This design comes from an exercise in tuning for small area on the open sky130 flow, not from production work. The RTL was checked by simulation tests, not by an equivalence proof against the original design. Power and IR drop assume default switching activity.

Design starsea_core, start of the top module:
module starsea_core
(
  input          clk                ,
  input          rst_n              ,
  input          intr               ,
  output  [31:0] inst_addr          ,
  input   [31:0] inst_data          ,
  output         dram_we_o          ,
  output  [ 3:0] dram_be_o          ,
  output         dram_rd_o          ,
  output  [31:0] dram_addr_o        ,
  output  [31:0] dram_wdat_o        ,
  input   [31:0] dram_rdat          ,
  output         reg_bus_we         ,
  output  [31:0] reg_bus_addr       ,
  output  [31:0] reg_bus_wdat       ,
  output         reg_bus_rd         ,
  input   [31:0] reg_bus_rdat
);
Size in the first run: ~5,000 cells after synthesis, about 1,400 flip-flops, ~270 I/O pins, roughly 64,000 um2 of cells after synthesis.
==> flow/config.mk <==
export PLATFORM = sky130hd
export DESIGN_NAME = starsea_core
export DESIGN_NICKNAME = starsea_core
export VERILOG_FILES = /design/flow/design.v
export SDC_FILE = /design/flow/constraint.sdc
export NUM_CORES = 4
export LEC_CHECK = 0
export CAP_MARGIN = 20
export CORE_MARGIN = 2
export CORE_UTILIZATION = 50
export PLACE_DENSITY = 0.75
export SLEW_MARGIN = 20
==> flow/constraint.sdc <==
create_clock -name core_clock -period 12.0 [get_ports {clk}]
set_input_delay 2.4000 -clock core_clock [delete_from_list [all_inputs] [get_ports {clk}]]
set_output_delay 2.4000 -clock core_clock [all_outputs]
set_load 0.01 [all_outputs]
standard.sh (not shown) runs the stock make flow with config.mk's settings and CLKGATE_MAP_FILE= SYNTH_SCRIPT=/design/flow/synth_recipe.tcl, a recipe that flattens the netlist after the stock synthesis.
==> flow/flow/run.sh <==
#!/bin/bash
# Standard ORFS layout (the standard.sh), with these changes to how it is made:
#  - ABC maps the logic with an area-oriented script (abc_area_nf.script) in place
#    of ORFS's delay-oriented one; registers are mapped before ABC, so they are
#    the standard synthesis's registers; adders are mapped with Yosys's own
#    carry-lookahead instead of ORFS's Kogge-Stone map;
#  - the port buffers are buf_1 cells instead of clkdlybuf4s50_1;
#  - clock tree synthesis uses small clock buffers, larger sink clusters and
#    no dummy loads.
# ORFS writes each step's full log to orfs/logs/; make's own output goes to
# flow_make.log in the work folder.
set -euo pipefail
cd "$(dirname "$0")/.."
W=$PWD
rm -rf "$W/scripts_alt"
cp -r "$FLOW_HOME/scripts" "$W/scripts_alt"
cp "$W/flow/abc_area_nf.script" "$W/scripts_alt/abc_speed.script"
bash "$W/standard.sh" "SCRIPTS_DIR=$W/scripts_alt" \
    "SYNTH_OPERATIONS_ARGS=-nofsm" \
    "BUFFER_PORTS_ARGS=-buffer_cell sky130_fd_sc_hd__buf_1" \
    'CTS_ARGS=-sink_clustering_enable -repair_clock_nets -dont_use_dummy_load -buf_list sky130_fd_sc_hd__clkbuf_8 -root_buf sky130_fd_sc_hd__clkbuf_8 -sink_clustering_size 12 -sink_clustering_max_diameter 60' \
    finish > "$W/flow_make.log" 2>&1
==> flow/flow/abc_area_nf.script <==
&get -n
&st
&dch
&nf -R 1000 -p -F 8 -A 4
&put
==> next run, changes <==
GPL_ROUTABILITY_DRIVEN = 0   (was not set)
PLACE_DENSITY = not set   (was 0.75)
What happened: The new run finished with timing, DRC and antenna clean; die area is unchanged; critical path depth fell by 3; design area stays flat; routed wire length rose by 3.0%.
==> next run, changes <==
--- a/flow/flow/run.sh
+++ b/flow/flow/run.sh
@@ -20,3 +20,3 @@
     "BUFFER_PORTS_ARGS=-buffer_cell sky130_fd_sc_hd__buf_1" \
-    'CTS_ARGS=-sink_clustering_enable -repair_clock_nets -dont_use_dummy_load -buf_list sky130_fd_sc_hd__clkbuf_8 -root_buf sky130_fd_sc_hd__clkbuf_8 -sink_clustering_size 12 -sink_clustering_max_diameter 60' \
+    'CTS_ARGS=-sink_clustering_enable -repair_clock_nets -dont_use_dummy_load -buf_list sky130_fd_sc_hd__clkbuf_8 -root_buf sky130_fd_sc_hd__clkbuf_8 -sink_clustering_size 14 -sink_clustering_max_diameter 60' \
     finish > "$W/flow_make.log" 2>&1
Final area barely changes; final cell count hardly moves; area after synthesis stays the same; wire length barely changes; total power is lower by 1.2%; global-route usage is about the same; non-clock buffer count is unchanged.
==> next run, changes <==
--- a/flow/flow/run.sh
+++ b/flow/flow/run.sh
@@ -20,3 +20,3 @@
     "BUFFER_PORTS_ARGS=-buffer_cell sky130_fd_sc_hd__buf_1" \
-    'CTS_ARGS=-sink_clustering_enable -repair_clock_nets -dont_use_dummy_load -buf_list sky130_fd_sc_hd__clkbuf_8 -root_buf sky130_fd_sc_hd__clkbuf_8 -sink_clustering_size 14 -sink_clustering_max_diameter 60' \
+    'CTS_ARGS=-sink_clustering_enable -repair_clock_nets -dont_use_dummy_load -buf_list sky130_fd_sc_hd__clkbuf_8 -root_buf sky130_fd_sc_hd__clkbuf_8 -sink_clustering_size 12 -sink_clustering_max_diameter 60' \
     finish > "$W/flow_make.log" 2>&1
GPL_ROUTABILITY_DRIVEN = not set   (was 0)
PLACE_DENSITY = 0.9   (was not set)
Power climbs by 0.79%.
Cell count rises by 0.33%.
Via count goes up by 0.64%.
Count of clock-buffer cells in the layout is higher by 12.
Fmax grows by 2.1%.
Sequential power stays flat.
Sequential share of layout area decreases by 0.15 points.
==> next run, changes <==
--- a/flow/flow/run.sh
+++ b/flow/flow/run.sh
@@ -20,3 +20,3 @@
     "BUFFER_PORTS_ARGS=-buffer_cell sky130_fd_sc_hd__buf_1" \
-    'CTS_ARGS=-sink_clustering_enable -repair_clock_nets -dont_use_dummy_load -buf_list sky130_fd_sc_hd__clkbuf_8 -root_buf sky130_fd_sc_hd__clkbuf_8 -sink_clustering_size 12 -sink_clustering_max_diameter 60' \
+    'CTS_ARGS=-sink_clustering_enable -repair_clock_nets -dont_use_dummy_load -buf_list sky130_fd_sc_hd__clkbuf_8 -root_buf sky130_fd_sc_hd__clkbuf_8 -sink_clustering_size 14 -sink_clustering_max_diameter 60' \
     finish > "$W/flow_make.log" 2>&1
After rerunning:
- die area does not change
- critical path depth rose by 3
- design area fell by 0.46%

re-timing with driven ports:
The flow's constraints put no driver on any port. The routed layouts listed below were extracted and timed again, unchanged, in two steps. Step 1: set_driving_cell puts a clkbuf_16 on clk and a buf_2 on each other input, an assumption about the parent block. Step 2 adds t to the input delays and takes it off the output delays; t is the mean of the earliest and latest rising clock arrival at the registers after step 1. Input paths then give back, and output paths get back, about the clock's delay inside the block. Slacks: no drivers / after step 1 / after step 2; pairs: no drivers / after step 1.
run | t (ns) | setup WS [ns] | worst setup path at the end | latest minus earliest clock arrival (ns) | worst register clock-pin slew, ns
the first run | 0.978 | 1.179 / 1.246 / 0.269 | input to register | 0.122 / 0.121 | 0.09 / 0.09
the second run | 0.972 | 1.637 / 1.637 / 0.966 | input to register | 0.101 / 0.101 | 0.10 / 0.10
the third run | 0.954 | 1.473 / 1.473 / 0.807 | input to register | 0.109 / 0.110 | 0.10 / 0.10
the fourth run | 0.939 | 1.688 / 1.741 / 0.803 | input to register | 0.124 / 0.124 | 0.10 / 0.10
the fifth run | 0.952 | 1.379 / 1.443 / 0.491 | input to register | 0.201 / 0.202 | 0.10 / 0.10
After both steps every run listed still meets setup and hold. For the first run, which loses most, drivers alone change the setup slack by +0.067 ns; drivers and shift together by -0.910 ns.
